Source: an optimization exercise on an open RTL-to-GDS flow (aim: small area, a short achievable clock period and few clock cycles). Production flows keep margins and buffers that such runs may drop.
In this exercise RTL edits were held to simulation tests only and were not proved equivalent to the original.

==> flow/design.v <==
`default_nettype    none
module subterranean_round
(
    input wire [256:0] a,
    input wire [32:0] din,
    output wire [256:0] o,
    output wire [31:0] dout
);
wire [256:0] a_after_chi_iota;
wire [256:0] a_after_theta;
assign a_after_chi_iota[0]     = ~(a[0]   ^   ((~a[1])     & a[2]));
assign a_after_chi_iota[254:1] = a[254:1] ^   ((~a[255:2]) & a[256:3]);
assign a_after_chi_iota[255]   = a[255]   ^   ((~a[256])   & a[0]);
assign a_after_chi_iota[256]   = a[256]   ^   ((~a[0])     & a[1]);
assign a_after_theta[12]  = a_after_chi_iota[12]  ^ a_after_chi_iota[15]  ^ a_after_chi_iota[20]  ^ din[0];
assign a_after_theta[56]  = a_after_chi_iota[56]  ^ a_after_chi_iota[59]  ^ a_after_chi_iota[64]  ^ din[1];
assign a_after_theta[90]  = a_after_chi_iota[90]  ^ a_after_chi_iota[93]  ^ a_after_chi_iota[98]  ^ din[2];
assign a_after_theta[163] = a_after_chi_iota[163] ^ a_after_chi_iota[166] ^ a_after_chi_iota[171] ^ din[3];
assign a_after_theta[161] = a_after_chi_iota[161] ^ a_after_chi_iota[164] ^ a_after_chi_iota[169] ^ din[4];
assign a_after_theta[66]  = a_after_chi_iota[66]  ^ a_after_chi_iota[69]  ^ a_after_chi_iota[74]  ^ din[5];
assign a_after_theta[51]  = a_after_chi_iota[51]  ^ a_after_chi_iota[54]  ^ a_after_chi_iota[59]  ^ din[6];
assign a_after_theta[238] = a_after_chi_iota[238] ^ a_after_chi_iota[241] ^ a_after_chi_iota[246] ^ din[7];
assign a_after_theta[254] = a_after_chi_iota[254] ^ a_after_chi_iota[0]   ^ a_after_chi_iota[5]   ^ din[8];
assign a_after_theta[243] = a_after_chi_iota[243] ^ a_after_chi_iota[246] ^ a_after_chi_iota[251] ^ din[9];
assign a_after_theta[106] = a_after_chi_iota[106] ^ a_after_chi_iota[109] ^ a_after_chi_iota[114] ^ din[10];
assign a_after_theta[152] = a_after_chi_iota[152] ^ a_after_chi_iota[155] ^ a_after_chi_iota[160] ^ din[11];
assign a_after_theta[24]  = a_after_chi_iota[24]  ^ a_after_chi_iota[27]  ^ a_after_chi_iota[32]  ^ din[12];
assign a_after_theta[112] = a_after_chi_iota[112] ^ a_after_chi_iota[115] ^ a_after_chi_iota[120] ^ din[13];
assign a_after_theta[180] = a_after_chi_iota[180] ^ a_after_chi_iota[183] ^ a_after_chi_iota[188] ^ din[14];
assign a_after_theta[69]  = a_after_chi_iota[69]  ^ a_after_chi_iota[72]  ^ a_after_chi_iota[77]  ^ din[15];
assign a_after_theta[65]  = a_after_chi_iota[65]  ^ a_after_chi_iota[68]  ^ a_after_chi_iota[73]  ^ din[16];
assign a_after_theta[132] = a_after_chi_iota[132] ^ a_after_chi_iota[135] ^ a_after_chi_iota[140] ^ din[17];
assign a_after_theta[102] = a_after_chi_iota[102] ^ a_after_chi_iota[105] ^ a_after_chi_iota[110] ^ din[18];
assign a_after_theta[219] = a_after_chi_iota[219] ^ a_after_chi_iota[222] ^ a_after_chi_iota[227] ^ din[19];
assign a_after_theta[251] = a_after_chi_iota[251] ^ a_after_chi_iota[254] ^ a_after_chi_iota[2]   ^ din[20];
assign a_after_theta[229] = a_after_chi_iota[229] ^ a_after_chi_iota[232] ^ a_after_chi_iota[237] ^ din[21];
assign a_after_theta[212] = a_after_chi_iota[212] ^ a_after_chi_iota[215] ^ a_after_chi_iota[220] ^ din[22];
assign a_after_theta[47]  = a_after_chi_iota[47]  ^ a_after_chi_iota[50]  ^ a_after_chi_iota[55]  ^ din[23];
assign a_after_theta[48]  = a_after_chi_iota[48]  ^ a_after_chi_iota[51]  ^ a_after_chi_iota[56]  ^ din[24];
assign a_after_theta[224] = a_after_chi_iota[224] ^ a_after_chi_iota[227] ^ a_after_chi_iota[232] ^ din[25];
assign a_after_theta[103] = a_after_chi_iota[103] ^ a_after_chi_iota[106] ^ a_after_chi_iota[111] ^ din[26];
assign a_after_theta[138] = a_after_chi_iota[138] ^ a_after_chi_iota[141] ^ a_after_chi_iota[146] ^ din[27];
assign a_after_theta[130] = a_after_chi_iota[130] ^ a_after_chi_iota[133] ^ a_after_chi_iota[138] ^ din[28];
assign a_after_theta[7]   = a_after_chi_iota[7]   ^ a_after_chi_iota[10]  ^ a_after_chi_iota[15]  ^ din[29];
assign a_after_theta[204] = a_after_chi_iota[204] ^ a_after_chi_iota[207] ^ a_after_chi_iota[212] ^ din[30];
assign a_after_theta[181] = a_after_chi_iota[181] ^ a_after_chi_iota[184] ^ a_after_chi_iota[189] ^ din[31];
assign a_after_theta[245] = a_after_chi_iota[245] ^ a_after_chi_iota[248] ^ a_after_chi_iota[253] ^ din[32];
assign a_after_theta[0] = a_after_chi_iota[0] ^ a_after_chi_iota[3] ^ a_after_chi_iota[8];
assign a_after_theta[36] = a_after_chi_iota[36] ^ a_after_chi_iota[39] ^ a_after_chi_iota[44];
assign a_after_theta[60] = a_after_chi_iota[60] ^ a_after_chi_iota[63] ^ a_after_chi_iota[68];
assign a_after_theta[72] = a_after_chi_iota[72] ^ a_after_chi_iota[75] ^ a_after_chi_iota[80];
assign a_after_theta[84] = a_after_chi_iota[84] ^ a_after_chi_iota[87] ^ a_after_chi_iota[92];
assign a_after_theta[96] = a_after_chi_iota[96] ^ a_after_chi_iota[99] ^ a_after_chi_iota[104];
assign a_after_theta[108] = a_after_chi_iota[108] ^ a_after_chi_iota[111] ^ a_after_chi_iota[116];
assign a_after_theta[120] = a_after_chi_iota[120] ^ a_after_chi_iota[123] ^ a_after_chi_iota[128];
assign a_after_theta[144] = a_after_chi_iota[144] ^ a_after_chi_iota[147] ^ a_after_chi_iota[152];
assign a_after_theta[156] = a_after_chi_iota[156] ^ a_after_chi_iota[159] ^ a_after_chi_iota[164];
assign a_after_theta[168] = a_after_chi_iota[168] ^ a_after_chi_iota[171] ^ a_after_chi_iota[176];
assign a_after_theta[192] = a_after_chi_iota[192] ^ a_after_chi_iota[195] ^ a_after_chi_iota[200];
assign a_after_theta[216] = a_after_chi_iota[216] ^ a_after_chi_iota[219] ^ a_after_chi_iota[224];
assign a_after_theta[228] = a_after_chi_iota[228] ^ a_after_chi_iota[231] ^ a_after_chi_iota[236];
assign a_after_theta[240] = a_after_chi_iota[240] ^ a_after_chi_iota[243] ^ a_after_chi_iota[248];
assign a_after_theta[252] = a_after_chi_iota[252] ^ a_after_chi_iota[255] ^ a_after_chi_iota[3];
assign a_after_theta[19] = a_after_chi_iota[19] ^ a_after_chi_iota[22] ^ a_after_chi_iota[27];
assign a_after_theta[31] = a_after_chi_iota[31] ^ a_after_chi_iota[34] ^ a_after_chi_iota[39];
assign a_after_theta[43] = a_after_chi_iota[43] ^ a_after_chi_iota[46] ^ a_after_chi_iota[51];
assign a_after_theta[55] = a_after_chi_iota[55] ^ a_after_chi_iota[58] ^ a_after_chi_iota[63];
assign a_after_theta[67] = a_after_chi_iota[67] ^ a_after_chi_iota[70] ^ a_after_chi_iota[75];
assign a_after_theta[79] = a_after_chi_iota[79] ^ a_after_chi_iota[82] ^ a_after_chi_iota[87];
assign a_after_theta[91] = a_after_chi_iota[91] ^ a_after_chi_iota[94] ^ a_after_chi_iota[99];
assign a_after_theta[115] = a_after_chi_iota[115] ^ a_after_chi_iota[118] ^ a_after_chi_iota[123];
assign a_after_theta[127] = a_after_chi_iota[127] ^ a_after_chi_iota[130] ^ a_after_chi_iota[135];
assign a_after_theta[139] = a_after_chi_iota[139] ^ a_after_chi_iota[142] ^ a_after_chi_iota[147];
assign a_after_theta[151] = a_after_chi_iota[151] ^ a_after_chi_iota[154] ^ a_after_chi_iota[159];
assign a_after_theta[175] = a_after_chi_iota[175] ^ a_after_chi_iota[178] ^ a_after_chi_iota[183];
assign a_after_theta[187] = a_after_chi_iota[187] ^ a_after_chi_iota[190] ^ a_after_chi_iota[195];
assign a_after_theta[199] = a_after_chi_iota[199] ^ a_after_chi_iota[202] ^ a_after_chi_iota[207];
assign a_after_theta[211] = a_after_chi_iota[211] ^ a_after_chi_iota[214] ^ a_after_chi_iota[219];
assign a_after_theta[223] = a_after_chi_iota[223] ^ a_after_chi_iota[226] ^ a_after_chi_iota[231];
assign a_after_theta[235] = a_after_chi_iota[235] ^ a_after_chi_iota[238] ^ a_after_chi_iota[243];
assign a_after_theta[247] = a_after_chi_iota[247] ^ a_after_chi_iota[250] ^ a_after_chi_iota[255];
assign a_after_theta[2] = a_after_chi_iota[2] ^ a_after_chi_iota[5] ^ a_after_chi_iota[10];
assign a_after_theta[14] = a_after_chi_iota[14] ^ a_after_chi_iota[17] ^ a_after_chi_iota[22];
assign a_after_theta[26] = a_after_chi_iota[26] ^ a_after_chi_iota[29] ^ a_after_chi_iota[34];
assign a_after_theta[38] = a_after_chi_iota[38] ^ a_after_chi_iota[41] ^ a_after_chi_iota[46];
assign a_after_theta[50] = a_after_chi_iota[50] ^ a_after_chi_iota[53] ^ a_after_chi_iota[58];
assign a_after_theta[62] = a_after_chi_iota[62] ^ a_after_chi_iota[65] ^ a_after_chi_iota[70];
assign a_after_theta[74] = a_after_chi_iota[74] ^ a_after_chi_iota[77] ^ a_after_chi_iota[82];
assign a_after_theta[86] = a_after_chi_iota[86] ^ a_after_chi_iota[89] ^ a_after_chi_iota[94];
assign a_after_theta[98] = a_after_chi_iota[98] ^ a_after_chi_iota[101] ^ a_after_chi_iota[106];
assign a_after_theta[110] = a_after_chi_iota[110] ^ a_after_chi_iota[113] ^ a_after_chi_iota[118];
assign a_after_theta[122] = a_after_chi_iota[122] ^ a_after_chi_iota[125] ^ a_after_chi_iota[130];
assign a_after_theta[134] = a_after_chi_iota[134] ^ a_after_chi_iota[137] ^ a_after_chi_iota[142];
assign a_after_theta[146] = a_after_chi_iota[146] ^ a_after_chi_iota[149] ^ a_after_chi_iota[154];
assign a_after_theta[158] = a_after_chi_iota[158] ^ a_after_chi_iota[161] ^ a_after_chi_iota[166];
assign a_after_theta[170] = a_after_chi_iota[170] ^ a_after_chi_iota[173] ^ a_after_chi_iota[178];
assign a_after_theta[182] = a_after_chi_iota[182] ^ a_after_chi_iota[185] ^ a_after_chi_iota[190];
assign a_after_theta[194] = a_after_chi_iota[194] ^ a_after_chi_iota[197] ^ a_after_chi_iota[202];
assign a_after_theta[206] = a_after_chi_iota[206] ^ a_after_chi_iota[209] ^ a_after_chi_iota[214];
assign a_after_theta[218] = a_after_chi_iota[218] ^ a_after_chi_iota[221] ^ a_after_chi_iota[226];
assign a_after_theta[230] = a_after_chi_iota[230] ^ a_after_chi_iota[233] ^ a_after_chi_iota[238];
assign a_after_theta[242] = a_after_chi_iota[242] ^ a_after_chi_iota[245] ^ a_after_chi_iota[250];
assign a_after_theta[9] = a_after_chi_iota[9] ^ a_after_chi_iota[12] ^ a_after_chi_iota[17];
assign a_after_theta[21] = a_after_chi_iota[21] ^ a_after_chi_iota[24] ^ a_after_chi_iota[29];
assign a_after_theta[33] = a_after_chi_iota[33] ^ a_after_chi_iota[36] ^ a_after_chi_iota[41];
assign a_after_theta[45] = a_after_chi_iota[45] ^ a_after_chi_iota[48] ^ a_after_chi_iota[53];
assign a_after_theta[57] = a_after_chi_iota[57] ^ a_after_chi_iota[60] ^ a_after_chi_iota[65];
assign a_after_theta[81] = a_after_chi_iota[81] ^ a_after_chi_iota[84] ^ a_after_chi_iota[89];
assign a_after_theta[93] = a_after_chi_iota[93] ^ a_after_chi_iota[96] ^ a_after_chi_iota[101];
assign a_after_theta[105] = a_after_chi_iota[105] ^ a_after_chi_iota[108] ^ a_after_chi_iota[113];
assign a_after_theta[117] = a_after_chi_iota[117] ^ a_after_chi_iota[120] ^ a_after_chi_iota[125];
assign a_after_theta[129] = a_after_chi_iota[129] ^ a_after_chi_iota[132] ^ a_after_chi_iota[137];
assign a_after_theta[141] = a_after_chi_iota[141] ^ a_after_chi_iota[144] ^ a_after_chi_iota[149];
assign a_after_theta[153] = a_after_chi_iota[153] ^ a_after_chi_iota[156] ^ a_after_chi_iota[161];
assign a_after_theta[165] = a_after_chi_iota[165] ^ a_after_chi_iota[168] ^ a_after_chi_iota[173];
assign a_after_theta[177] = a_after_chi_iota[177] ^ a_after_chi_iota[180] ^ a_after_chi_iota[185];
assign a_after_theta[189] = a_after_chi_iota[189] ^ a_after_chi_iota[192] ^ a_after_chi_iota[197];
assign a_after_theta[201] = a_after_chi_iota[201] ^ a_after_chi_iota[204] ^ a_after_chi_iota[209];
assign a_after_theta[213] = a_after_chi_iota[213] ^ a_after_chi_iota[216] ^ a_after_chi_iota[221];
assign a_after_theta[225] = a_after_chi_iota[225] ^ a_after_chi_iota[228] ^ a_after_chi_iota[233];
assign a_after_theta[237] = a_after_chi_iota[237] ^ a_after_chi_iota[240] ^ a_after_chi_iota[245];
assign a_after_theta[249] = a_after_chi_iota[249] ^ a_after_chi_iota[252] ^ a_after_chi_iota[0];
assign a_after_theta[4] = a_after_chi_iota[4] ^ a_after_chi_iota[7] ^ a_after_chi_iota[12];
assign a_after_theta[16] = a_after_chi_iota[16] ^ a_after_chi_iota[19] ^ a_after_chi_iota[24];
assign a_after_theta[28] = a_after_chi_iota[28] ^ a_after_chi_iota[31] ^ a_after_chi_iota[36];
assign a_after_theta[40] = a_after_chi_iota[40] ^ a_after_chi_iota[43] ^ a_after_chi_iota[48];
assign a_after_theta[52] = a_after_chi_iota[52] ^ a_after_chi_iota[55] ^ a_after_chi_iota[60];
assign a_after_theta[64] = a_after_chi_iota[64] ^ a_after_chi_iota[67] ^ a_after_chi_iota[72];
assign a_after_theta[76] = a_after_chi_iota[76] ^ a_after_chi_iota[79] ^ a_after_chi_iota[84];
assign a_after_theta[88] = a_after_chi_iota[88] ^ a_after_chi_iota[91] ^ a_after_chi_iota[96];
assign a_after_theta[100] = a_after_chi_iota[100] ^ a_after_chi_iota[103] ^ a_after_chi_iota[108];
assign a_after_theta[124] = a_after_chi_iota[124] ^ a_after_chi_iota[127] ^ a_after_chi_iota[132];
assign a_after_theta[136] = a_after_chi_iota[136] ^ a_after_chi_iota[139] ^ a_after_chi_iota[144];
assign a_after_theta[148] = a_after_chi_iota[148] ^ a_after_chi_iota[151] ^ a_after_chi_iota[156];
assign a_after_theta[160] = a_after_chi_iota[160] ^ a_after_chi_iota[163] ^ a_after_chi_iota[168];
assign a_after_theta[172] = a_after_chi_iota[172] ^ a_after_chi_iota[175] ^ a_after_chi_iota[180];
assign a_after_theta[184] = a_after_chi_iota[184] ^ a_after_chi_iota[187] ^ a_after_chi_iota[192];
assign a_after_theta[196] = a_after_chi_iota[196] ^ a_after_chi_iota[199] ^ a_after_chi_iota[204];
assign a_after_theta[208] = a_after_chi_iota[208] ^ a_after_chi_iota[211] ^ a_after_chi_iota[216];
assign a_after_theta[220] = a_after_chi_iota[220] ^ a_after_chi_iota[223] ^ a_after_chi_iota[228];
assign a_after_theta[232] = a_after_chi_iota[232] ^ a_after_chi_iota[235] ^ a_after_chi_iota[240];
assign a_after_theta[244] = a_after_chi_iota[244] ^ a_after_chi_iota[247] ^ a_after_chi_iota[252];
assign a_after_theta[256] = a_after_chi_iota[256] ^ a_after_chi_iota[2] ^ a_after_chi_iota[7];
assign a_after_theta[11] = a_after_chi_iota[11] ^ a_after_chi_iota[14] ^ a_after_chi_iota[19];
assign a_after_theta[23] = a_after_chi_iota[23] ^ a_after_chi_iota[26] ^ a_after_chi_iota[31];
assign a_after_theta[35] = a_after_chi_iota[35] ^ a_after_chi_iota[38] ^ a_after_chi_iota[43];
assign a_after_theta[59] = a_after_chi_iota[59] ^ a_after_chi_iota[62] ^ a_after_chi_iota[67];
assign a_after_theta[71] = a_after_chi_iota[71] ^ a_after_chi_iota[74] ^ a_after_chi_iota[79];
assign a_after_theta[83] = a_after_chi_iota[83] ^ a_after_chi_iota[86] ^ a_after_chi_iota[91];
assign a_after_theta[95] = a_after_chi_iota[95] ^ a_after_chi_iota[98] ^ a_after_chi_iota[103];
assign a_after_theta[107] = a_after_chi_iota[107] ^ a_after_chi_iota[110] ^ a_after_chi_iota[115];
assign a_after_theta[119] = a_after_chi_iota[119] ^ a_after_chi_iota[122] ^ a_after_chi_iota[127];
assign a_after_theta[131] = a_after_chi_iota[131] ^ a_after_chi_iota[134] ^ a_after_chi_iota[139];
assign a_after_theta[143] = a_after_chi_iota[143] ^ a_after_chi_iota[146] ^ a_after_chi_iota[151];
assign a_after_theta[155] = a_after_chi_iota[155] ^ a_after_chi_iota[158] ^ a_after_chi_iota[163];
assign a_after_theta[167] = a_after_chi_iota[167] ^ a_after_chi_iota[170] ^ a_after_chi_iota[175];
assign a_after_theta[179] = a_after_chi_iota[179] ^ a_after_chi_iota[182] ^ a_after_chi_iota[187];
assign a_after_theta[191] = a_after_chi_iota[191] ^ a_after_chi_iota[194] ^ a_after_chi_iota[199];
assign a_after_theta[203] = a_after_chi_iota[203] ^ a_after_chi_iota[206] ^ a_after_chi_iota[211];
assign a_after_theta[215] = a_after_chi_iota[215] ^ a_after_chi_iota[218] ^ a_after_chi_iota[223];
assign a_after_theta[227] = a_after_chi_iota[227] ^ a_after_chi_iota[230] ^ a_after_chi_iota[235];
assign a_after_theta[239] = a_after_chi_iota[239] ^ a_after_chi_iota[242] ^ a_after_chi_iota[247];
assign a_after_theta[6] = a_after_chi_iota[6] ^ a_after_chi_iota[9] ^ a_after_chi_iota[14];
assign a_after_theta[18] = a_after_chi_iota[18] ^ a_after_chi_iota[21] ^ a_after_chi_iota[26];
assign a_after_theta[30] = a_after_chi_iota[30] ^ a_after_chi_iota[33] ^ a_after_chi_iota[38];
assign a_after_theta[42] = a_after_chi_iota[42] ^ a_after_chi_iota[45] ^ a_after_chi_iota[50];
assign a_after_theta[54] = a_after_chi_iota[54] ^ a_after_chi_iota[57] ^ a_after_chi_iota[62];
assign a_after_theta[78] = a_after_chi_iota[78] ^ a_after_chi_iota[81] ^ a_after_chi_iota[86];
assign a_after_theta[114] = a_after_chi_iota[114] ^ a_after_chi_iota[117] ^ a_after_chi_iota[122];
assign a_after_theta[126] = a_after_chi_iota[126] ^ a_after_chi_iota[129] ^ a_after_chi_iota[134];
assign a_after_theta[150] = a_after_chi_iota[150] ^ a_after_chi_iota[153] ^ a_after_chi_iota[158];
assign a_after_theta[162] = a_after_chi_iota[162] ^ a_after_chi_iota[165] ^ a_after_chi_iota[170];
assign a_after_theta[174] = a_after_chi_iota[174] ^ a_after_chi_iota[177] ^ a_after_chi_iota[182];
assign a_after_theta[186] = a_after_chi_iota[186] ^ a_after_chi_iota[189] ^ a_after_chi_iota[194];
assign a_after_theta[198] = a_after_chi_iota[198] ^ a_after_chi_iota[201] ^ a_after_chi_iota[206];
assign a_after_theta[210] = a_after_chi_iota[210] ^ a_after_chi_iota[213] ^ a_after_chi_iota[218];
assign a_after_theta[222] = a_after_chi_iota[222] ^ a_after_chi_iota[225] ^ a_after_chi_iota[230];
assign a_after_theta[234] = a_after_chi_iota[234] ^ a_after_chi_iota[237] ^ a_after_chi_iota[242];
assign a_after_theta[246] = a_after_chi_iota[246] ^ a_after_chi_iota[249] ^ a_after_chi_iota[254];
assign a_after_theta[1] = a_after_chi_iota[1] ^ a_after_chi_iota[4] ^ a_after_chi_iota[9];
assign a_after_theta[13] = a_after_chi_iota[13] ^ a_after_chi_iota[16] ^ a_after_chi_iota[21];
assign a_after_theta[25] = a_after_chi_iota[25] ^ a_after_chi_iota[28] ^ a_after_chi_iota[33];
assign a_after_theta[37] = a_after_chi_iota[37] ^ a_after_chi_iota[40] ^ a_after_chi_iota[45];
assign a_after_theta[49] = a_after_chi_iota[49] ^ a_after_chi_iota[52] ^ a_after_chi_iota[57];
assign a_after_theta[61] = a_after_chi_iota[61] ^ a_after_chi_iota[64] ^ a_after_chi_iota[69];
assign a_after_theta[73] = a_after_chi_iota[73] ^ a_after_chi_iota[76] ^ a_after_chi_iota[81];
assign a_after_theta[85] = a_after_chi_iota[85] ^ a_after_chi_iota[88] ^ a_after_chi_iota[93];
assign a_after_theta[97] = a_after_chi_iota[97] ^ a_after_chi_iota[100] ^ a_after_chi_iota[105];
assign a_after_theta[109] = a_after_chi_iota[109] ^ a_after_chi_iota[112] ^ a_after_chi_iota[117];
assign a_after_theta[121] = a_after_chi_iota[121] ^ a_after_chi_iota[124] ^ a_after_chi_iota[129];
assign a_after_theta[133] = a_after_chi_iota[133] ^ a_after_chi_iota[136] ^ a_after_chi_iota[141];
assign a_after_theta[145] = a_after_chi_iota[145] ^ a_after_chi_iota[148] ^ a_after_chi_iota[153];
assign a_after_theta[157] = a_after_chi_iota[157] ^ a_after_chi_iota[160] ^ a_after_chi_iota[165];
assign a_after_theta[169] = a_after_chi_iota[169] ^ a_after_chi_iota[172] ^ a_after_chi_iota[177];
assign a_after_theta[193] = a_after_chi_iota[193] ^ a_after_chi_iota[196] ^ a_after_chi_iota[201];
assign a_after_theta[205] = a_after_chi_iota[205] ^ a_after_chi_iota[208] ^ a_after_chi_iota[213];
assign a_after_theta[217] = a_after_chi_iota[217] ^ a_after_chi_iota[220] ^ a_after_chi_iota[225];
assign a_after_theta[241] = a_after_chi_iota[241] ^ a_after_chi_iota[244] ^ a_after_chi_iota[249];
assign a_after_theta[253] = a_after_chi_iota[253] ^ a_after_chi_iota[256] ^ a_after_chi_iota[4];
assign a_after_theta[8] = a_after_chi_iota[8] ^ a_after_chi_iota[11] ^ a_after_chi_iota[16];
assign a_after_theta[20] = a_after_chi_iota[20] ^ a_after_chi_iota[23] ^ a_after_chi_iota[28];
assign a_after_theta[32] = a_after_chi_iota[32] ^ a_after_chi_iota[35] ^ a_after_chi_iota[40];
assign a_after_theta[44] = a_after_chi_iota[44] ^ a_after_chi_iota[47] ^ a_after_chi_iota[52];
assign a_after_theta[68] = a_after_chi_iota[68] ^ a_after_chi_iota[71] ^ a_after_chi_iota[76];
assign a_after_theta[80] = a_after_chi_iota[80] ^ a_after_chi_iota[83] ^ a_after_chi_iota[88];
assign a_after_theta[92] = a_after_chi_iota[92] ^ a_after_chi_iota[95] ^ a_after_chi_iota[100];
assign a_after_theta[104] = a_after_chi_iota[104] ^ a_after_chi_iota[107] ^ a_after_chi_iota[112];
assign a_after_theta[116] = a_after_chi_iota[116] ^ a_after_chi_iota[119] ^ a_after_chi_iota[124];
assign a_after_theta[128] = a_after_chi_iota[128] ^ a_after_chi_iota[131] ^ a_after_chi_iota[136];
assign a_after_theta[140] = a_after_chi_iota[140] ^ a_after_chi_iota[143] ^ a_after_chi_iota[148];
assign a_after_theta[164] = a_after_chi_iota[164] ^ a_after_chi_iota[167] ^ a_after_chi_iota[172];
assign a_after_theta[176] = a_after_chi_iota[176] ^ a_after_chi_iota[179] ^ a_after_chi_iota[184];
assign a_after_theta[188] = a_after_chi_iota[188] ^ a_after_chi_iota[191] ^ a_after_chi_iota[196];
assign a_after_theta[200] = a_after_chi_iota[200] ^ a_after_chi_iota[203] ^ a_after_chi_iota[208];
assign a_after_theta[236] = a_after_chi_iota[236] ^ a_after_chi_iota[239] ^ a_after_chi_iota[244];
assign a_after_theta[248] = a_after_chi_iota[248] ^ a_after_chi_iota[251] ^ a_after_chi_iota[256];
assign a_after_theta[3] = a_after_chi_iota[3] ^ a_after_chi_iota[6] ^ a_after_chi_iota[11];
assign a_after_theta[15] = a_after_chi_iota[15] ^ a_after_chi_iota[18] ^ a_after_chi_iota[23];
assign a_after_theta[27] = a_after_chi_iota[27] ^ a_after_chi_iota[30] ^ a_after_chi_iota[35];
assign a_after_theta[39] = a_after_chi_iota[39] ^ a_after_chi_iota[42] ^ a_after_chi_iota[47];
assign a_after_theta[63] = a_after_chi_iota[63] ^ a_after_chi_iota[66] ^ a_after_chi_iota[71];
assign a_after_theta[75] = a_after_chi_iota[75] ^ a_after_chi_iota[78] ^ a_after_chi_iota[83];
assign a_after_theta[87] = a_after_chi_iota[87] ^ a_after_chi_iota[90] ^ a_after_chi_iota[95];
assign a_after_theta[99] = a_after_chi_iota[99] ^ a_after_chi_iota[102] ^ a_after_chi_iota[107];
assign a_after_theta[111] = a_after_chi_iota[111] ^ a_after_chi_iota[114] ^ a_after_chi_iota[119];
assign a_after_theta[123] = a_after_chi_iota[123] ^ a_after_chi_iota[126] ^ a_after_chi_iota[131];
assign a_after_theta[135] = a_after_chi_iota[135] ^ a_after_chi_iota[138] ^ a_after_chi_iota[143];
assign a_after_theta[147] = a_after_chi_iota[147] ^ a_after_chi_iota[150] ^ a_after_chi_iota[155];
assign a_after_theta[159] = a_after_chi_iota[159] ^ a_after_chi_iota[162] ^ a_after_chi_iota[167];
assign a_after_theta[171] = a_after_chi_iota[171] ^ a_after_chi_iota[174] ^ a_after_chi_iota[179];
assign a_after_theta[183] = a_after_chi_iota[183] ^ a_after_chi_iota[186] ^ a_after_chi_iota[191];
assign a_after_theta[195] = a_after_chi_iota[195] ^ a_after_chi_iota[198] ^ a_after_chi_iota[203];
assign a_after_theta[207] = a_after_chi_iota[207] ^ a_after_chi_iota[210] ^ a_after_chi_iota[215];
assign a_after_theta[231] = a_after_chi_iota[231] ^ a_after_chi_iota[234] ^ a_after_chi_iota[239];
assign a_after_theta[255] = a_after_chi_iota[255] ^ a_after_chi_iota[1] ^ a_after_chi_iota[6];
assign a_after_theta[10] = a_after_chi_iota[10] ^ a_after_chi_iota[13] ^ a_after_chi_iota[18];
assign a_after_theta[22] = a_after_chi_iota[22] ^ a_after_chi_iota[25] ^ a_after_chi_iota[30];
assign a_after_theta[34] = a_after_chi_iota[34] ^ a_after_chi_iota[37] ^ a_after_chi_iota[42];
assign a_after_theta[46] = a_after_chi_iota[46] ^ a_after_chi_iota[49] ^ a_after_chi_iota[54];
assign a_after_theta[58] = a_after_chi_iota[58] ^ a_after_chi_iota[61] ^ a_after_chi_iota[66];
assign a_after_theta[70] = a_after_chi_iota[70] ^ a_after_chi_iota[73] ^ a_after_chi_iota[78];
assign a_after_theta[82] = a_after_chi_iota[82] ^ a_after_chi_iota[85] ^ a_after_chi_iota[90];
assign a_after_theta[94] = a_after_chi_iota[94] ^ a_after_chi_iota[97] ^ a_after_chi_iota[102];
assign a_after_theta[118] = a_after_chi_iota[118] ^ a_after_chi_iota[121] ^ a_after_chi_iota[126];
assign a_after_theta[142] = a_after_chi_iota[142] ^ a_after_chi_iota[145] ^ a_after_chi_iota[150];
assign a_after_theta[154] = a_after_chi_iota[154] ^ a_after_chi_iota[157] ^ a_after_chi_iota[162];
assign a_after_theta[166] = a_after_chi_iota[166] ^ a_after_chi_iota[169] ^ a_after_chi_iota[174];
assign a_after_theta[178] = a_after_chi_iota[178] ^ a_after_chi_iota[181] ^ a_after_chi_iota[186];
assign a_after_theta[190] = a_after_chi_iota[190] ^ a_after_chi_iota[193] ^ a_after_chi_iota[198];
assign a_after_theta[202] = a_after_chi_iota[202] ^ a_after_chi_iota[205] ^ a_after_chi_iota[210];
assign a_after_theta[214] = a_after_chi_iota[214] ^ a_after_chi_iota[217] ^ a_after_chi_iota[222];
assign a_after_theta[226] = a_after_chi_iota[226] ^ a_after_chi_iota[229] ^ a_after_chi_iota[234];
assign a_after_theta[250] = a_after_chi_iota[250] ^ a_after_chi_iota[253] ^ a_after_chi_iota[1];
assign a_after_theta[5] = a_after_chi_iota[5] ^ a_after_chi_iota[8] ^ a_after_chi_iota[13];
assign a_after_theta[17] = a_after_chi_iota[17] ^ a_after_chi_iota[20] ^ a_after_chi_iota[25];
assign a_after_theta[29] = a_after_chi_iota[29] ^ a_after_chi_iota[32] ^ a_after_chi_iota[37];
assign a_after_theta[41] = a_after_chi_iota[41] ^ a_after_chi_iota[44] ^ a_after_chi_iota[49];
assign a_after_theta[53] = a_after_chi_iota[53] ^ a_after_chi_iota[56] ^ a_after_chi_iota[61];
assign a_after_theta[77] = a_after_chi_iota[77] ^ a_after_chi_iota[80] ^ a_after_chi_iota[85];
assign a_after_theta[89] = a_after_chi_iota[89] ^ a_after_chi_iota[92] ^ a_after_chi_iota[97];
assign a_after_theta[101] = a_after_chi_iota[101] ^ a_after_chi_iota[104] ^ a_after_chi_iota[109];
assign a_after_theta[113] = a_after_chi_iota[113] ^ a_after_chi_iota[116] ^ a_after_chi_iota[121];
assign a_after_theta[125] = a_after_chi_iota[125] ^ a_after_chi_iota[128] ^ a_after_chi_iota[133];
assign a_after_theta[137] = a_after_chi_iota[137] ^ a_after_chi_iota[140] ^ a_after_chi_iota[145];
assign a_after_theta[149] = a_after_chi_iota[149] ^ a_after_chi_iota[152] ^ a_after_chi_iota[157];
assign a_after_theta[173] = a_after_chi_iota[173] ^ a_after_chi_iota[176] ^ a_after_chi_iota[181];
assign a_after_theta[185] = a_after_chi_iota[185] ^ a_after_chi_iota[188] ^ a_after_chi_iota[193];
assign a_after_theta[197] = a_after_chi_iota[197] ^ a_after_chi_iota[200] ^ a_after_chi_iota[205];
assign a_after_theta[209] = a_after_chi_iota[209] ^ a_after_chi_iota[212] ^ a_after_chi_iota[217];
assign a_after_theta[221] = a_after_chi_iota[221] ^ a_after_chi_iota[224] ^ a_after_chi_iota[229];
assign a_after_theta[233] = a_after_chi_iota[233] ^ a_after_chi_iota[236] ^ a_after_chi_iota[241];
generate
    genvar gen_j;
    for (gen_j = 0; gen_j < 257; gen_j = gen_j + 1) begin: pi_step
        assign o[gen_j] = a_after_theta[(12*gen_j) % 257];
    end
endgenerate
assign dout[0]  = a[1]   ^ a[256];
assign dout[1]  = a[176] ^ a[81];
assign dout[2]  = a[136] ^ a[121];
assign dout[3]  = a[35]  ^ a[222];
assign dout[4]  = a[249] ^ a[8];
assign dout[5]  = a[134] ^ a[123];
assign dout[6]  = a[197] ^ a[60];
assign dout[7]  = a[234] ^ a[23];
assign dout[8]  = a[64]  ^ a[193];
assign dout[9]  = a[213] ^ a[44];
assign dout[10] = a[223] ^ a[34];
assign dout[11] = a[184] ^ a[73];
assign dout[12] = a[2]   ^ a[255];
assign dout[13] = a[95]  ^ a[162];
assign dout[14] = a[15]  ^ a[242];
assign dout[15] = a[70]  ^ a[187];
assign dout[16] = a[241] ^ a[16];
assign dout[17] = a[11]  ^ a[246];
assign dout[18] = a[137] ^ a[120];
assign dout[19] = a[211] ^ a[46];
assign dout[20] = a[128] ^ a[129];
assign dout[21] = a[169] ^ a[88];
assign dout[22] = a[189] ^ a[68];
assign dout[23] = a[111] ^ a[146];
assign dout[24] = a[4]   ^ a[253];
assign dout[25] = a[190] ^ a[67];
assign dout[26] = a[30]  ^ a[227];
assign dout[27] = a[140] ^ a[117];
assign dout[28] = a[225] ^ a[32];
assign dout[29] = a[22]  ^ a[235];
assign dout[30] = a[17]  ^ a[240];
assign dout[31] = a[165] ^ a[92];
endmodule
`default_nettype    none
module subterranean_lwc
#(parameter ASYNC_RSTN = 0,
parameter G_PWIDTH = 32,
parameter G_SWIDTH = 32,
parameter G_SEGMENT_SIZE_BITS = 16,
parameter G_HASH_SIZE_WORDS = 8,
parameter G_TAG_SIZE_WORDS = 4
)
(
    input wire clk,
    input wire rst,
    input wire [(G_PWIDTH-1):0] pdi_data,
    input wire pdi_valid,
    output wire pdi_ready,
    input wire [(G_SWIDTH-1):0] sdi_data,
    input wire sdi_valid,
    output wire sdi_ready,
    output wire [(G_PWIDTH-1):0] do_data,
    output wire do_valid,
    input wire do_ready,
    output wire do_last
);
localparam P_IDLE = 4'd0,  P_NHDR = 4'd1,  P_NDAT = 4'd2,  P_AHDR = 4'd3,
           P_ADAT = 4'd4,  P_PHDR = 4'd5,  P_PDAT = 4'd6,  P_TAG  = 4'd7,
           P_THDR = 4'd8,  P_TDAT = 4'd9,  P_SQ   = 4'd10, P_STAT = 4'd11,
           P_HHDR = 4'd12, P_HDAT = 4'd13, P_INST = 4'd14;
function [31:0] bswap(input [31:0] x);
    bswap = {x[7:0], x[15:8], x[23:16], x[31:24]};
endfunction
reg [14:0] ph;          
reg [256:0] st;
reg [4:0] nr;           
reg nz;                 
reg [3:0] cnt;          
reg [15:0] len;         
reg lastw;              
reg [2:0] wsize;        
reg eot;
reg dec;
reg fail;
reg hlast;              
reg [3:0] bsel;         
reg [3:0] bsel_n;
reg ms;                 
reg dsel;               
reg kw;                 
reg [1:0] sph;          
reg [1:0] kcnt;
reg kact;               
reg hfirst;             
reg spend;              
reg hpend;              
reg pinst_v, pinst_h;   
reg pv, pc;             
reg [32:0] o0, o1;
reg v0, v1;
reg prdy, srdy;         
reg m_key;              
reg m_word;             
reg m_hash;             
reg m_sq;               
reg m_t;                
reg dfull;              
reg [14:0] ph_n;
reg [3:0] cnt_n;
reg [15:0] len_n;
reg lastw_n;
reg [2:0] wsize_n;
reg eot_n, dec_n, fail_n, kact_n, hfirst_n, hlast_n, spend_n, hpend_n, pinst_v_n, pinst_h_n, nxt, nxh;
reg [1:0] sph_n, kcnt_n;
wire ptake = pdi_valid & prdy;
wire stake = sdi_valid & srdy;
wire qpush = (pdi_valid & pv) | pc;
wire [4:0] nr_dec = nz ? 5'd0 : (nr - 5'd1);
wire hdr0 = (pdi_data[15:0] == 16'd0);
wire wr_ok = ~v1;
wire pop = v0 & do_ready;
wire [31:0] z;
wire [31:0] y;
wire hdr_le4 = (pdi_data[15:3] == 13'd0) && ((pdi_data[2] == 1'b0) || (pdi_data[1:0] == 2'b00));
wire [2:0] hdr_ws = hdr_le4 ? pdi_data[2:0] : 3'd4;
wire len_le8 = (len[15:4] == 12'd0) && ((len[3] == 1'b0) || (len[2:0] == 3'b000));
wire [2:0] len_ws = len_le8 ? (len[2:0] ^ 3'b100) : 3'd4;
always @(*) begin
    ph_n = ph;
    hlast_n = hlast;
    cnt_n = cnt;
    len_n = len;
    lastw_n = lastw;
    wsize_n = wsize;
    eot_n = eot;
    dec_n = dec;
    fail_n = fail;
    kact_n = kact;
    hfirst_n = hfirst;
    spend_n = spend;
    hpend_n = hpend;
    pinst_v_n = pinst_v;
    pinst_h_n = pinst_h;
    bsel_n = bsel;
    sph_n = sph;
    kcnt_n = kcnt;
    if (stake) begin
        case (sph)
            2'd0 : sph_n = 2'd1;
            2'd1 : begin sph_n = 2'd2; kcnt_n = 2'd0; end
            default : begin
                kcnt_n = kcnt + 2'd1;
                if (kcnt == 2'd3) begin
                    sph_n = 2'd0;
                    kact_n = 1'b0;
                end
            end
        endcase
    end
        if (ph[P_IDLE] & ptake) begin
            hfirst_n = 1'b1;
            case (pdi_data[31:28])
                4'h7 : begin
                    kact_n = 1'b1;
                    begin ph_n[P_IDLE] = 1'b0; ph_n[P_INST] = 1'b1; end
                end
                4'h8 : begin ph_n[P_IDLE] = 1'b0; ph_n[P_HHDR] = 1'b1; end
                default : ;
            endcase
        end
        if (ph[P_INST] & ptake) begin
            dec_n = pdi_data[28];
            begin ph_n[P_INST] = 1'b0; ph_n[P_NHDR] = 1'b1; end
        end
        if (ph[P_NHDR] & ptake) begin
            cnt_n = 4'd4;
            begin ph_n[P_NHDR] = 1'b0; ph_n[P_NDAT] = 1'b1; end
        end
        if (ph[P_NDAT] & ptake) begin
            cnt_n = cnt - 4'd1;
            if (cnt == 4'd1) begin
                begin ph_n[P_NDAT] = 1'b0; ph_n[P_AHDR] = 1'b1; end
            end
        end
        if (ph[P_AHDR] & ptake) begin
            len_n = pdi_data[15:0];
            lastw_n = hdr_le4;
            wsize_n = hdr_ws;
            eot_n = pdi_data[25];
            if (pdi_data[15:0] == 16'd0) begin
                begin ph_n[P_AHDR] = 1'b0; ph_n[P_PHDR] = 1'b1; end
            end else
                begin ph_n[P_AHDR] = 1'b0; ph_n[P_ADAT] = 1'b1; end
        end
        if (ph[P_ADAT] & ptake) begin
            len_n = len - 16'd4;
                lastw_n = len_le8;
                wsize_n = len_ws;
            if (lastw) begin
                if (eot) begin
                    begin ph_n[P_ADAT] = 1'b0; ph_n[P_PHDR] = 1'b1; end
                end else
                    begin ph_n[P_ADAT] = 1'b0; ph_n[P_AHDR] = 1'b1; end
            end
        end
        if (ph[P_PHDR] & ptake) begin
            len_n = pdi_data[15:0];
            lastw_n = hdr_le4;
            wsize_n = hdr_ws;
            eot_n = pdi_data[25];
            if (pdi_data[15:0] == 16'd0) begin
                ph_n[P_PHDR] = 1'b0;
                if (dec) ph_n[P_THDR] = 1'b1; else ph_n[P_TAG] = 1'b1;
            end else
                begin ph_n[P_PHDR] = 1'b0; ph_n[P_PDAT] = 1'b1; end
        end
        if (ph[P_PDAT] & ptake) begin
            len_n = len - 16'd4;
                lastw_n = len_le8;
                wsize_n = len_ws;
            if (lastw) begin
                if (eot) begin
                    ph_n[P_PDAT] = 1'b0;
                    if (dec) ph_n[P_THDR] = 1'b1; else ph_n[P_TAG] = 1'b1;
                end else
                    begin ph_n[P_PDAT] = 1'b0; ph_n[P_PHDR] = 1'b1; end
            end
        end
        if (ph[P_TAG] & wr_ok) begin
            cnt_n = 4'd4;
            begin ph_n[P_TAG] = 1'b0; ph_n[P_SQ] = 1'b1; end
        end
        if (ph[P_THDR] & ptake) begin
            cnt_n = 4'd4;
            begin ph_n[P_THDR] = 1'b0; ph_n[P_TDAT] = 1'b1; end
        end
        if (ph[P_TDAT] & ptake) begin
            if ((bswap(pdi_data) != z) && (cnt != 4'd1)) fail_n = 1'b1;
            cnt_n = cnt - 4'd1;
            if (cnt == 4'd1) begin ph_n[P_TDAT] = 1'b0; ph_n[P_IDLE] = 1'b1; spend_n = 1'b1; end
        end
        nxt = pinst_v | ptake;
        nxh = pinst_v ? pinst_h : (pdi_data[31:28] == 4'h8);
        if (ph[P_SQ] & ptake) begin
            pinst_v_n = nxt;
            pinst_h_n = nxh;
        end
        if (ph[P_SQ] & m_sq) begin
            cnt_n = cnt - 4'd1;
            if (cnt == 4'd1) begin
                ph_n[P_SQ] = 1'b0;
                spend_n = 1'b1;
                pinst_v_n = 1'b0;
                if (nxt) begin
                    hfirst_n = 1'b1;
                    if (nxh) ph_n[P_HHDR] = 1'b1;
                    else begin ph_n[P_INST] = 1'b1; kact_n = 1'b1; end
                end else
                    ph_n[P_IDLE] = 1'b1;
            end
        end
        if (spend & wr_ok) begin
            spend_n = 1'b0;
            fail_n = 1'b0;
        end else if (hpend & wr_ok)
            hpend_n = 1'b0;
        if (ph[P_HHDR] & ptake) begin
            hfirst_n = 1'b0;
            if (hfirst) hpend_n = 1'b1;
            len_n = pdi_data[15:0];
            lastw_n = hdr_le4;
            wsize_n = hdr_ws;
            eot_n = pdi_data[25];
            bsel_n = 4'b0001;
            hlast_n = (pdi_data[15:0] == 16'd1);
            if (pdi_data[15:0] == 16'd0) begin
                cnt_n = 4'd8;
                begin ph_n[P_HHDR] = 1'b0; ph_n[P_SQ] = 1'b1; end
            end else
                begin ph_n[P_HHDR] = 1'b0; ph_n[P_HDAT] = 1'b1; end
        end
        if (ph[P_HDAT] & pdi_valid & m_hash) begin
            bsel_n = {bsel[2:0], bsel[3]};
            hlast_n = (bsel[0] & (wsize == 3'd2)) | (bsel[1] & (wsize == 3'd3)) | (bsel[2] & (wsize == 3'd4));
            if (ptake) begin
                bsel_n = 4'b0001;
                hlast_n = (len == 16'd5);
                len_n = len - 16'd4;
                lastw_n = len_le8;
                wsize_n = len_ws;
                if (lastw) begin
                    if (eot) begin
                        cnt_n = 4'd8;
                        begin ph_n[P_HDAT] = 1'b0; ph_n[P_SQ] = 1'b1; end
                    end else
                        begin ph_n[P_HDAT] = 1'b0; ph_n[P_HHDR] = 1'b1; end
                end
            end
        end
end
wire keylast = stake & (sph == 2'd2) & (kcnt == 2'd3);
wire habs = ph[P_HDAT] & pdi_valid & m_hash;
wire nr_set = keylast | habs
            | (ptake & ((ph[P_NDAT] & (cnt == 4'd1))
                      | ((ph[P_AHDR] | ph[P_PHDR] | ph[P_HHDR]) & hdr0)
                      | (ph[P_ADAT] & lastw & eot & (wsize == 3'd4))
                      | (ph[P_PDAT] & lastw & eot)));
wire [4:0] nr_n =
      ({5{keylast}} & 5'd1)
    | ({5{ptake & ph[P_NDAT] & (cnt == 4'd1)}} & 5'd9)
    | ({5{ptake & ph[P_AHDR] & hdr0}} & (nz ? 5'd1 : nr))
    | ({5{ptake & ph[P_ADAT] & lastw & eot & (wsize == 3'd4)}} & 5'd1)
    | ({5{ptake & ph[P_PHDR] & hdr0}} & (nz ? 5'd9 : (nr + 5'd8)))
    | ({5{ptake & ph[P_PDAT] & lastw & eot}} & ((wsize == 3'd4) ? 5'd9 : 5'd8))
    | ({5{ptake & ph[P_HHDR] & hdr0}} & (nz ? 5'd10 : (nr + 5'd9)))
    | ({5{habs & ~(ptake & lastw & eot)}} & 5'd1)
    | ({5{habs & ptake & lastw & eot}} & 5'd11)
    | ({5{~nr_set}} & nr_dec);
wire nz_n = (nr[4:1] == 4'd0) & ~nr_set;
reg [32:0] pw;
always @(*) begin
    pw = 33'd0;
    if (spend)
        pw = {1'b1, fail ? 4'hF : 4'hE, 28'd0};
    else if (hpend)
        pw = {1'b0, 4'h9, 4'h3, 8'h00, 16'd32};
    else if (ph[P_PHDR])
        pw = {1'b0, dec ? 4'h4 : 4'h5, 2'b00, pdi_data[25], dec & pdi_data[25], 8'h00, pdi_data[15:0]};
    else if (ph[P_PDAT])
        pw = {lastw & eot, bswap(y)};
    else if (ph[P_TAG])
        pw = {1'b0, 32'h83000010};
    else if (ph[P_SQ])
        pw = {cnt == 4'd1, bswap(z)};
end
reg v0_n, v1_n;
always @(*) begin
    v0_n = v0;
    v1_n = v1;
    if (v1) begin
        if (pop) v1_n = 1'b0;
    end else if (qpush) begin
        if (v0 & ~pop) v1_n = 1'b1;
        else v0_n = 1'b1;
    end else if (pop) begin
        v0_n = 1'b0;
    end
end
wire wr_ok_n = ~v1_n;
reg prdy_n, m_word_n, m_hash_n, m_sq_n;
always @(*) begin
    prdy_n = 1'b0;
    m_word_n = 1'b0;
    m_hash_n = 1'b0;
    m_sq_n = 1'b0;
    prdy_n = (ph_n[P_SQ] & ~pinst_v_n) | ph_n[P_IDLE] | ph_n[P_INST] | ph_n[P_NHDR] | ph_n[P_AHDR] | ph_n[P_THDR]
           | ph_n[P_HHDR] | (ph_n[P_PHDR] & wr_ok_n & ~spend_n & ~hpend_n)
           | (ph_n[P_NDAT] & ~kact_n & nz_n)
           | ((ph_n[P_ADAT] | ph_n[P_TDAT]) & nz_n)
           | (ph_n[P_PDAT] & nz_n & wr_ok_n)
           | (ph_n[P_HDAT] & nz_n & hlast_n);
    m_word_n = ((ph_n[P_NDAT] & ~kact_n) | ph_n[P_ADAT] | (ph_n[P_PDAT] & wr_ok_n)) & nz_n;
    m_hash_n = ph_n[P_HDAT] & nz_n;
    m_sq_n = ph_n[P_SQ] & nz_n & wr_ok_n & ~spend_n & ~hpend_n;
end
wire srdy_n = (sph_n != 2'd2) | (kact_n & nz_n);
wire pv_n = (ph_n[P_PHDR] & wr_ok_n & ~spend_n & ~hpend_n) | (ph_n[P_PDAT] & nz_n & wr_ok_n);
wire pc_n = m_sq_n | ((ph_n[P_TAG] | spend_n | hpend_n) & wr_ok_n);
wire m_key_n = (sph_n == 2'd2) & kact_n & nz_n;
wire m_t_n = ph_n[P_TDAT] & nz_n;
wire kabs_n = (sph_n == 2'd2) & kact_n;
wire dfull_n = kabs_n | ph_n[P_NDAT];
always @(posedge clk) begin
    if (rst) begin
        ph <= 15'd1 << P_IDLE;
        nr <= 5'd0;
        nz <= 1'b1;
        sph <= 2'd0;
        kact <= 1'b0;
        spend <= 1'b0;
        hpend <= 1'b0;
        pinst_v <= 1'b0;
        fail <= 1'b0;
        v0 <= 1'b0;
        v1 <= 1'b0;
        prdy <= 1'b0;
        srdy <= 1'b0;
        m_key <= 1'b0;
        m_word <= 1'b0;
        m_hash <= 1'b0;
        m_sq <= 1'b0;
        pv <= 1'b0;
        pc <= 1'b0;
        m_t <= 1'b0;
        dfull <= 1'b0;
    end else begin
        ph <= ph_n;
        nr <= nr_n;
        nz <= nz_n;
        sph <= sph_n;
        kact <= kact_n;
        spend <= spend_n;
        hpend <= hpend_n;
        pinst_v <= pinst_v_n;
        fail <= fail_n;
        v0 <= v0_n;
        v1 <= v1_n;
        prdy <= prdy_n;
        srdy <= srdy_n;
        m_key <= m_key_n;
        m_word <= m_word_n;
        m_hash <= m_hash_n;
        m_sq <= m_sq_n;
        pv <= pv_n;
        pc <= pc_n;
        m_t <= m_t_n;
        dfull <= dfull_n;
    end
end
always @(posedge clk) begin
    cnt <= cnt_n;
    len <= len_n;
    lastw <= lastw_n;
    wsize <= wsize_n;
    eot <= eot_n;
    dec <= dec_n;
    bsel <= bsel_n;
    ms <= kabs_n;
    dsel <= dec_n & ph_n[P_PDAT];
    kw <= m_key_n | m_word_n;
    hlast <= hlast_n;
    kcnt <= kcnt_n;
    hfirst <= hfirst_n;
    pinst_h <= pinst_h_n;
end
always @(posedge clk) begin
    if (v1) begin
        if (pop) o0 <= o1;
    end else if (qpush) begin
        if (v0 & ~pop) o1 <= pw;
        else o0 <= pw;
    end
end
wire [256:0] st_next;
reg [32:0] din;
wire [2:0] dsize = dfull ? 3'd4 : wsize;
wire [3:0] mb = {dsize == 3'd4, dsize >= 3'd3, dsize >= 3'd2, dsize >= 3'd1};
wire [3:0] mp = ms ? 4'b0000 : mb;
reg [4:0] padv;         
always @(*) begin
    case (dsize)
        3'd0 : padv = 5'b00001;
        3'd1 : padv = 5'b00010;
        3'd2 : padv = 5'b00100;
        3'd3 : padv = 5'b01000;
        default : padv = 5'b10000;
    endcase
end
wire [31:0] mask = {{8{mb[3]}}, {8{mb[2]}}, {8{mb[1]}}, {8{mb[0]}}};
wire [31:0] x = (bswap(pdi_data) & {{8{mp[3]}}, {8{mp[2]}}, {8{mp[1]}}, {8{mp[0]}}})
              | (bswap(sdi_data) & {32{ms}});
assign y = (z ^ x) & mask;
wire [7:0] hbyte = (pdi_data[31:24] & {8{bsel[0]}}) | (pdi_data[23:16] & {8{bsel[1]}})
                 | (pdi_data[15:8] & {8{bsel[2]}}) | (pdi_data[7:0] & {8{bsel[3]}});
always @(*) begin
    din[31:0] = ((dsel ? y : x) & {32{kw}}) | {24'd0, hbyte & {8{m_hash}}};
    din[32] = kw & padv[4];
    din[0] = din[0] | (kw ? padv[0] : ~m_hash);
    din[8] = din[8] | (kw ? padv[1] : m_hash);
    din[16] = din[16] | (kw & padv[2]);
    din[24] = din[24] | (kw & padv[3]);
end
subterranean_round round (
    .a(st),
    .din(din),
    .o(st_next),
    .dout(z)
);
wire do_round = ~nz | (sdi_valid & m_key) | (pdi_valid & (m_word | m_hash | m_t)) | m_sq;
wire init = (ptake & ph[P_IDLE]) | (ph[P_SQ] & m_sq & (cnt == 4'd1) & (pinst_v | ptake));
always @(posedge clk) begin
    if (init)
        st <= 257'd0;
    else if (do_round)
        st <= st_next;
end
assign pdi_ready = prdy;
assign sdi_ready = srdy;
assign do_data = o0[31:0];
assign do_last = o0[32];
assign do_valid = v0;
endmodule
==> flow/flow/run.sh <==
#!/bin/bash
# The standard layout, except that the port buffers are plain buffers
# (buffer_ports otherwise picks a delay cell, clkdlybuf4s50_1, for them).
set -euo pipefail
export BUFFER_PORTS_ARGS="-buffer_cell sky130_fd_sc_hd__buf_4"
bash standard.sh finish > make_finish.log 2>&1
==> flow/standard.sh <==
#!/bin/bash
# synth_recipe.tcl (not shown) runs the flow's synth.tcl, then flattens the netlist and writes it again
# the make line also repeats each setting of config.mk as NAME=value (left out here)
make -C /OpenROAD-flow-scripts/flow DESIGN_CONFIG=/design/flow/config.mk WORK_HOME=/design/flow/orfs CLKGATE_MAP_FILE= SYNTH_SCRIPT=/design/flow/synth_recipe.tcl "${@:-finish}"
==> flow/config.mk <==
export PLATFORM = sky130hd
export DESIGN_NAME = subterranean_lwc
export DESIGN_NICKNAME = subterranean_lwc
export VERILOG_FILES = /design/flow/design.v
export SDC_FILE = /design/flow/constraint.sdc
export NUM_CORES = 4
export LEC_CHECK = 0
export ABC_CLOCK_PERIOD_IN_PS = 2000
export CAP_MARGIN = 20
export CORE_MARGIN = 2
export CORE_UTILIZATION = 40
export CTS_CLUSTER_DIAMETER = 100
export CTS_CLUSTER_SIZE = 24
export SETUP_SLACK_MARGIN = 2.65
export SLEW_MARGIN = 20
export TNS_END_PERCENT = 5
==> flow/constraint.sdc <==
create_clock -name core_clock -period 5.0 [get_ports {clk}]
set_input_delay 1.0000 -clock core_clock [delete_from_list [all_inputs] [get_ports {clk}]]
set_output_delay 1.0000 -clock core_clock [all_outputs]
set_load 0.01 [all_outputs]
==> summary.md, run 1 <==
| Metric | Value |
|---|---|
| Iter 0 DRT Violations | 2,313 |
| Worst Hold Class | register to register |
| WL per Instance | 22.75 um |
| Syn avg cell area | 8.681 um^2 |
| Yosys cell types | 74 |
| Die W | 265.2 um |
| RePlAce Congestion | 0.9395 |
| Worst r2r src | st[123] |
| Post-DP Area | 28,610 um^2 |
| Via Count | 22,230 |
| Slowest stage cell, crit path | o311ai_1 |
| Max Freq | 0.4024 GHz |
| Layout area overhead | 9.797% |
| Largest net degree at the start of global routing | 259 |
| Main synth FF type | dfxtp_1 |
| Slew @ Worst Pin | 1127 ps |
| Yosys top cell area share | 28.24% |
| MaxCap Viol Count | 0 |
| Area leader, netlist | xnor2_1 |
| RSZ-0062 raised after global routing | yes |
| Inserted Clock Buffers | 25 |
| Layout cells sized above 1 | 8.751% |
| Worst-case reg-to-reg path depth | 6 |
| Clk sinks | 400 |
| Remaining Overflow, GRT | 0 |
| CP most frequent cell | xnor2_1 |
| ANT nets after route | 0 |
| Detailed-route DRC error count | 0 |
| Hold path start | hfirst |
| FP Rows | 95 |
| Clk latency of the worst-skew pair | 610 ps |
| Critical path type | register to register |
| Crit end category | register |
| Max incr delay on CP | 680 ps |
| Fin area | 29,970 um^2 |
| Drt pass-1 iters | 6 |
| Clock Skew | 44.87 ps |
| Die Height | 265.2 um |
| Worst setup SP type | register |
| Filler Cell Count | 6,688 |
| Worst setup path startpoint | st[123] |
| Input/output buffers | 104 |
| CTS clock-pin slew for the worst setup and hold paths | 100 ps |
| Arr. time, crit path | 3020 ps |
| Post-DP HPWL | 69,350 um |
| Slew margin rel. | 24.84% |
| Crit path cell chain | xnor2_1 > nand2b_1 > xor2_1 > o311ai_1 > xnor2_1 > a211oi_1 |
| Peak fanout along the critical path | 5 |
| Total stage count of the critical path | 6 |
| Post-Syn Area | 27,290 um^2 |
| Core area | 67,400 um^2 |
| Number of hold-slack violations in the final timing report | 0 |
| Nets@finish | 3,192 |
| DR vias/cell | 5.552 |
| Yosys reg bits | 400 |
| Starting Density | 40.50% |
| Top post-synthesis cells by area | xnor2_1, dfxtp_1, edfxtp_1 |
| Die ar. | 70,340 um^2 |
| Total track usage | 24.99% |
| Initial antenna violation count | 0 |
| TritonCTS clock tree | built |
| CP bufs+invs | 0 |
| Post-synthesis sequential area ratio | 32.13% |
| Largest delay share family, worst path | compound AO/OA/AOI/OAI gates |
| Mapped Cells | 3,144 |
| Hold depth | 2 |
| CTS root buffer | clkbuf_16 |
| Post-Syn Nets | 3,222 |
| Run status | no timing/DRC/antenna violations |
| Vias in the first global route | 20,200 |
| Number of synthesized flops with an enable pin | 76 |
| Fin crit share | 49.71% |
| Io pins | 105 |
| Final setup vio count | 0 |
| Worst endpoint required time | 5540 ps |
| Synth warnings | 1 |
| Storage cell area | 8786 um^2 |
| Ys async rst share | 0% |
| Clock tree buffer depth | 3 |
| Tmin final | 2485 ps |
| TNS Setup | 0 ps |
| H-tree levels | 1 |
| First-pass GRT wire length | 132,900 um |
| Slew Viols, Final | 0 |
| # diodes | 0 |
| Multi-input logic area | 17,990 um^2 |
| Drt total wl | 91,080 um |
| Setup WS pre-CTS | 1751 ps |
| Setup ws final | 2515 ps |
[cells by family (layout without fill, tap and decap cells)]
kind of cell	Yosys count	after routing	synth area share (%)
AO/OA/AOI/OAI	581	581	14.69
XOR/XNOR	934	934	29.97
adder cells (fa/ha/maj)	9	9	0.4126
buffers and inverters	216	203	3.163
flip-flops	400	400	32.13
multiplexers	65	65	2.480
AND/OR/NAND/NOR	939	939	17.15
[path summary, 6_finish.rpt]
| check | to | slack [ps] |
|---|---|---|
| max | st[134] | 2510 |
| min | hfirst | 480 |
| max reg2reg | st[134] | 2510 |
| min reg2reg | hfirst | 480 |
[per-stage QoR]
stage	cells	hold slack, ps	utilization, %
2_1_floorplan	3144	440.2	-
3_3_place_gp	3945	451.2	42.45
5_1_grt	4004	515.3	44.46
3_5_place_dp	3945	460.6	42.45
4_1_cts	3995	482.0	44.01
6_report	4004	479.0	44.46
[timing repair]
| action | 4_1_cts | 5_1_grt |
|---|---|---|
| gates cloned | 1 | 1 |
| pin swaps | 2 | 12 |
| setup endpoints to repair | 334 | 304 |
| setup buffers | 5 | 8 |
| gates resized for setup | 30 | 48 |
| hold buffers | 0 | 0 |
| endpoints found under the hold margin | 0 | 0 |
[cells in the mapped netlist (23+ instances only)]
cell / n
o22ai_1: 42
clkbuf_1: 158
a21oi_1: 78
a22oi_1: 36
xnor2_1: 880
nand2_1: 102
nor2_1: 393
a211oi_1: 264
nor3_1: 34
inv_1: 23
mux2i_1: 44
xor2_1: 54
o21ai_0: 50
nor2b_1: 279
edfxtp_1: 76
dfxtp_1: 324
[registers in the layout, summed over array words and instances, names as in the netlist, 2 cells and up]
| register | count |
|---|---|
| len | 16 |
| wsize | 3 |
| nr | 5 |
| o1 | 33 |
| kcnt | 2 |
| o0 | 33 |
| cnt | 4 |
| bsel | 4 |
| st | 257 |
| sph | 2 |
| ph | 14 |
[worst reg2reg max path, cell delays in order (launching register included)]
cell and delay, ps:
dfxtp_1 410, xnor2_1 640, nand2b_1 230, xor2_1 80, o311ai_1 680, xnor2_1 150
a211oi_1 230
[metal layers]
layer  up-vias  track usage (%)  wire length, um
li1      10670                -                -
met1     10610            36.36            42140
met2       798            38.49            39660
met3       148            2.527             5997
met4         0            8.490             3289
met5         -                0                0
[cell usage in the layout (no fill, tap or decap), types with 19 or more instances in the layout]
cell       netlist  layout
nand4_1         19      19
clkbuf_16        0      27
xnor2_1        880     879
xor2_1          54      49
nor2b_1        279     278
buf_4            0     125
o22ai_1         42      41
nor2_1         393     390
edfxtp_1        76      76
a22oi_1         36      36
nor3_1          34      31
dfxtp_1        324     314
nand2_1        102      98
o21ai_0         50      46
mux2_2          21      21
a21oi_1         78      76
inv_1           23      23
o31ai_1         22      22
a211oi_1       264     264
mux2i_1         44      44
[area by class of cell]
type	count	share of cell area (%)
Sequential cell	400	29.32
Timing Repair Buffer	136	3.962
Multi-Input combinational cell	2528	60.02
Clock inverter	14	0.5428
Tap cell	873	3.645
Inverter	23	0.2881
Clock buffer	30	2.221
Testbench counts, summed over its fixed seeds: cycles 13,182.
==> inputs of run 2 (changes only) <==
--- a/flow/config.mk
+++ b/flow/config.mk
@@ -11,6 +11,7 @@
 export CORE_UTILIZATION = 40
 export CTS_CLUSTER_DIAMETER = 100
 export CTS_CLUSTER_SIZE = 24
-export SETUP_SLACK_MARGIN = 2.65
+export PLACE_DENSITY = 0.75
+export SETUP_SLACK_MARGIN = 2.8
 export SLEW_MARGIN = 20
 export TNS_END_PERCENT = 5
==> run 2 against run 1 <==
Area after synthesis unchanged; critical path type unchanged; routed wire length down 0.34%.
==> summary.md, run 2 <==
| Metric | Value |
|---|---|
| Via Count | 23,090 |
| Main synth FF type | dfxtp_1 |
| Core area | 67,400 um^2 |
| Drt total wl | 90,770 um |
| Post-Synth Simple-Gate Area | 17.15% |
| Post-Syn Nets | 3,222 |
| Yosys top cell area share | 28.24% |
| Io pins | 105 |
| Top Registers | st x257, o0 x33, o1 x33 |
| # diodes | 0 |
| CTS root buffer | clkbuf_16 |
| Clock Skew | 44.50 ps |
| Largest net degree at the start of global routing | 103 |
| Starting Density | 40.50% |
| Most common cell after layout, fill and taps aside | xnor2_1 |
| Number of synthesized flops with an enable pin | 76 |
| Detailed-route DRC error count | 0 |
| H-tree levels | 1 |
| Final core occ | 45.31% |
| Setup WS pre-CTS | 1428 ps |
| Post-synthesis sequential area ratio | 32.13% |
| Drt pass-1 iters | 6 |
| Clock tree buffer depth | 3 |
| Initial antenna violation count | 1 |
| Synth warnings | 1 |
| Slowest stage cell, crit path | or3_4 |
| Max reg flops | 257 |
| Die Height | 265.2 um |
| RSZ-0062 raised after global routing | yes |
| Final Non-Filler Cells | 4,026 |
| Arr. time, crit path | 2750 ps |
| Inserted Clock Buffers | 22 |
| Total track usage | 24.49% |
| Slew @ Worst Pin | 719.2 ps |
| Clk latency of the worst-skew pair | 590 ps |
| Biggest register | st |
| Most frequent cells in the layout | xnor2_1, nor2_1, dfxtp_1, nor2b_1, a211oi_1 |
| ANT nets after route | 0 |
| Remaining Overflow, GRT | 0 |
| Mux cell area share after synthesis | 2.480% |
| Fin crit share | 45.19% |
| Syn avg cell area | 8.681 um^2 |
| Post-synth top cells | xnor2_1, nor2_1, dfxtp_1 |
| Slew Viols, Final | 0 |
| Ys async rst share | 0% |
| Crit end category | register |
| Largest family of logic cells by synthesized area | XOR/XNOR gates |
| Tmin final | 2260 ps |
| Post-Synth XOR/XNOR Area | 29.97% |
| Crit path cell chain | or3_4 > a22oi_1 > nor2_1 > o21ai_1 > xnor2_1 > a211oi_1 |
| Vias in the first global route | 21,470 |
| Nets@finish | 3,220 |
| Critical path type | register to register |
| Die ar. | 70,340 um^2 |
| TritonCTS clock tree | built |
| Clk sinks | 400 |
| Most frequent cell after synthesis | xnor2_1 |
| Worst endpoint required time | 5490 ps |
| Placed insts | 3,950 |
| Layout cells sized above 1 | 10.85% |
| Worst setup SP type | register |
| Slew margin rel. | 52.04% |
| Input/output buffers | 104 |
| WL per Instance | 22.55 um |
| DR vias/cell | 5.736 |
| Synth Area in Compound Gates | 14.69% |
| Max Freq | 0.4426 GHz |
| TNS Setup | 0 ps |
| Max incr delay on CP | 520 ps |
| Run status | no timing/DRC/antenna violations |
| Post-DP Area | 28,670 um^2 |
| First-pass GRT wire length | 132,500 um |
| MaxCap Viol Count | 0 |
| Post-DP HPWL | 67,160 um |
| RePlAce Congestion | 0.9987 |
| Number of hold-slack violations in the final timing report | 0 |
| Yosys cell types | 74 |
| FP Rows | 95 |
| Setup ws final | 2740 ps |
| Area leader, netlist | xnor2_1 |
| Adder-cell area share of the yosys netlist | 0.4126% |
| Mapped Cells | 3,144 |
| Peak fanout along the critical path | 16 |
| Post-CTS Hold Buffers | 0 |
| Fin area | 30,540 um^2 |
| Post-Syn Area | 27,290 um^2 |
| Final setup vio count | 0 |
| Top post-synthesis cells by area | xnor2_1, dfxtp_1, edfxtp_1 |
| Worst Hold Class | register to register |
| Layout area overhead | 11.88% |
| Iter 0 DRT Violations | 2,747 |
| Yosys reg bits | 400 |
| Die W | 265.2 um |
| CTS clock-pin slew for the worst setup and hold paths | 110 ps |
| Filler Cell Count | 6,379 |
==> run 2: kinds of logic after synthesis <==
group,Yosys count
AOI/OAI and AO/OA,581
xor gates and xnor gates,934
adders and majority gates,9
buffers and inverters,216
DFF,400
muxes,65
and+or+nand+nor,939
==> run 2: final timing paths <==
kind                               start  endpoint  slack [ps]  cells after the start
worst min-delay path              hfirst    hfirst         480                      2
worst max register to register  wsize[1]     st[2]        2740                      6
worst max-delay path            wsize[1]     st[2]        2740                      6
worst min register to register    hfirst    hfirst         480                      2
==> run 2: metal layers <==
metal	vias to the layer above	global-route usage [%]	routed length, um
li1	10680	-	-
met1	11080	33.28	37640
met2	1122	37.78	39540
met3	215	3.592	8445
met4	2	12.55	5133
met5	-	0	13
==> run 2: metrics by stage <==
stage	hold slack, ps
2_1_floorplan	440.2
3_3_place_gp	452.0
3_5_place_dp	460.9
4_1_cts	483.6
5_1_grt	530.6
6_report	485.0
==> run 2: layout make-up <==
class                   count  area (um^2)  area share, %
repair buffers            166         1555          5.093
inverters                  23        93.84         0.3073
multi-input cells        2529        18300          59.93
well taps                 873         1092          3.577
clock buffers              29        598.1          1.959
clock inverters             6        88.84         0.2909
flip-flops and latches    400         8807          28.84
==> run 2: repair_timing <==
item,in CTS,in global routing
gates cloned,4,3
hold endpoints to repair,0,0
setup buffers,9,25
pin swaps,5,20
gates resized for setup,47,113
setup endpoints to repair,363,255
==> run 2: worst max-delay path, delay by kind of cell, from the launching register on <==
kind,cells,cell delay [ps]
xor gates and xnor gates,1,140
AOI/OAI and AO/OA,3,1000
DFF,1,410
and+or+nand+nor,2,610

port drivers added, routing unchanged:
The flow's constraints put no driver on any port. The routed layouts listed below were extracted and timed again, unchanged, in two steps.
Step 1 sets driving cells, clkbuf_16 on the clock port and buf_2 on the other inputs (assumed; they add their load-dependent delay and slew).
Step 2, shift: input delay + t, output delay - t, t = (earliest + latest rising clock arrival at the registers) / 2. This alone moves slack from input paths to output paths.
Slacks: no drivers / after step 1 / after step 2; pairs: no drivers / after step 1.
run	t (ns)	setup WS [ns]	slew at the worst register clock pin (ns)	worst slew at a driven data input, ns	cell pins on the clock port's net
run 1	0.659	2.515 / 2.515 / 1.956	0.11 / 0.11	0.09	1
run 2	0.630	2.740 / 2.709 / 2.141	0.11 / 0.11	0.07	1
After both steps every run listed still meets setup and hold. The setup slack of run 2, which loses most, moves by -0.031 ns with the drivers and by -0.599 ns with both steps.
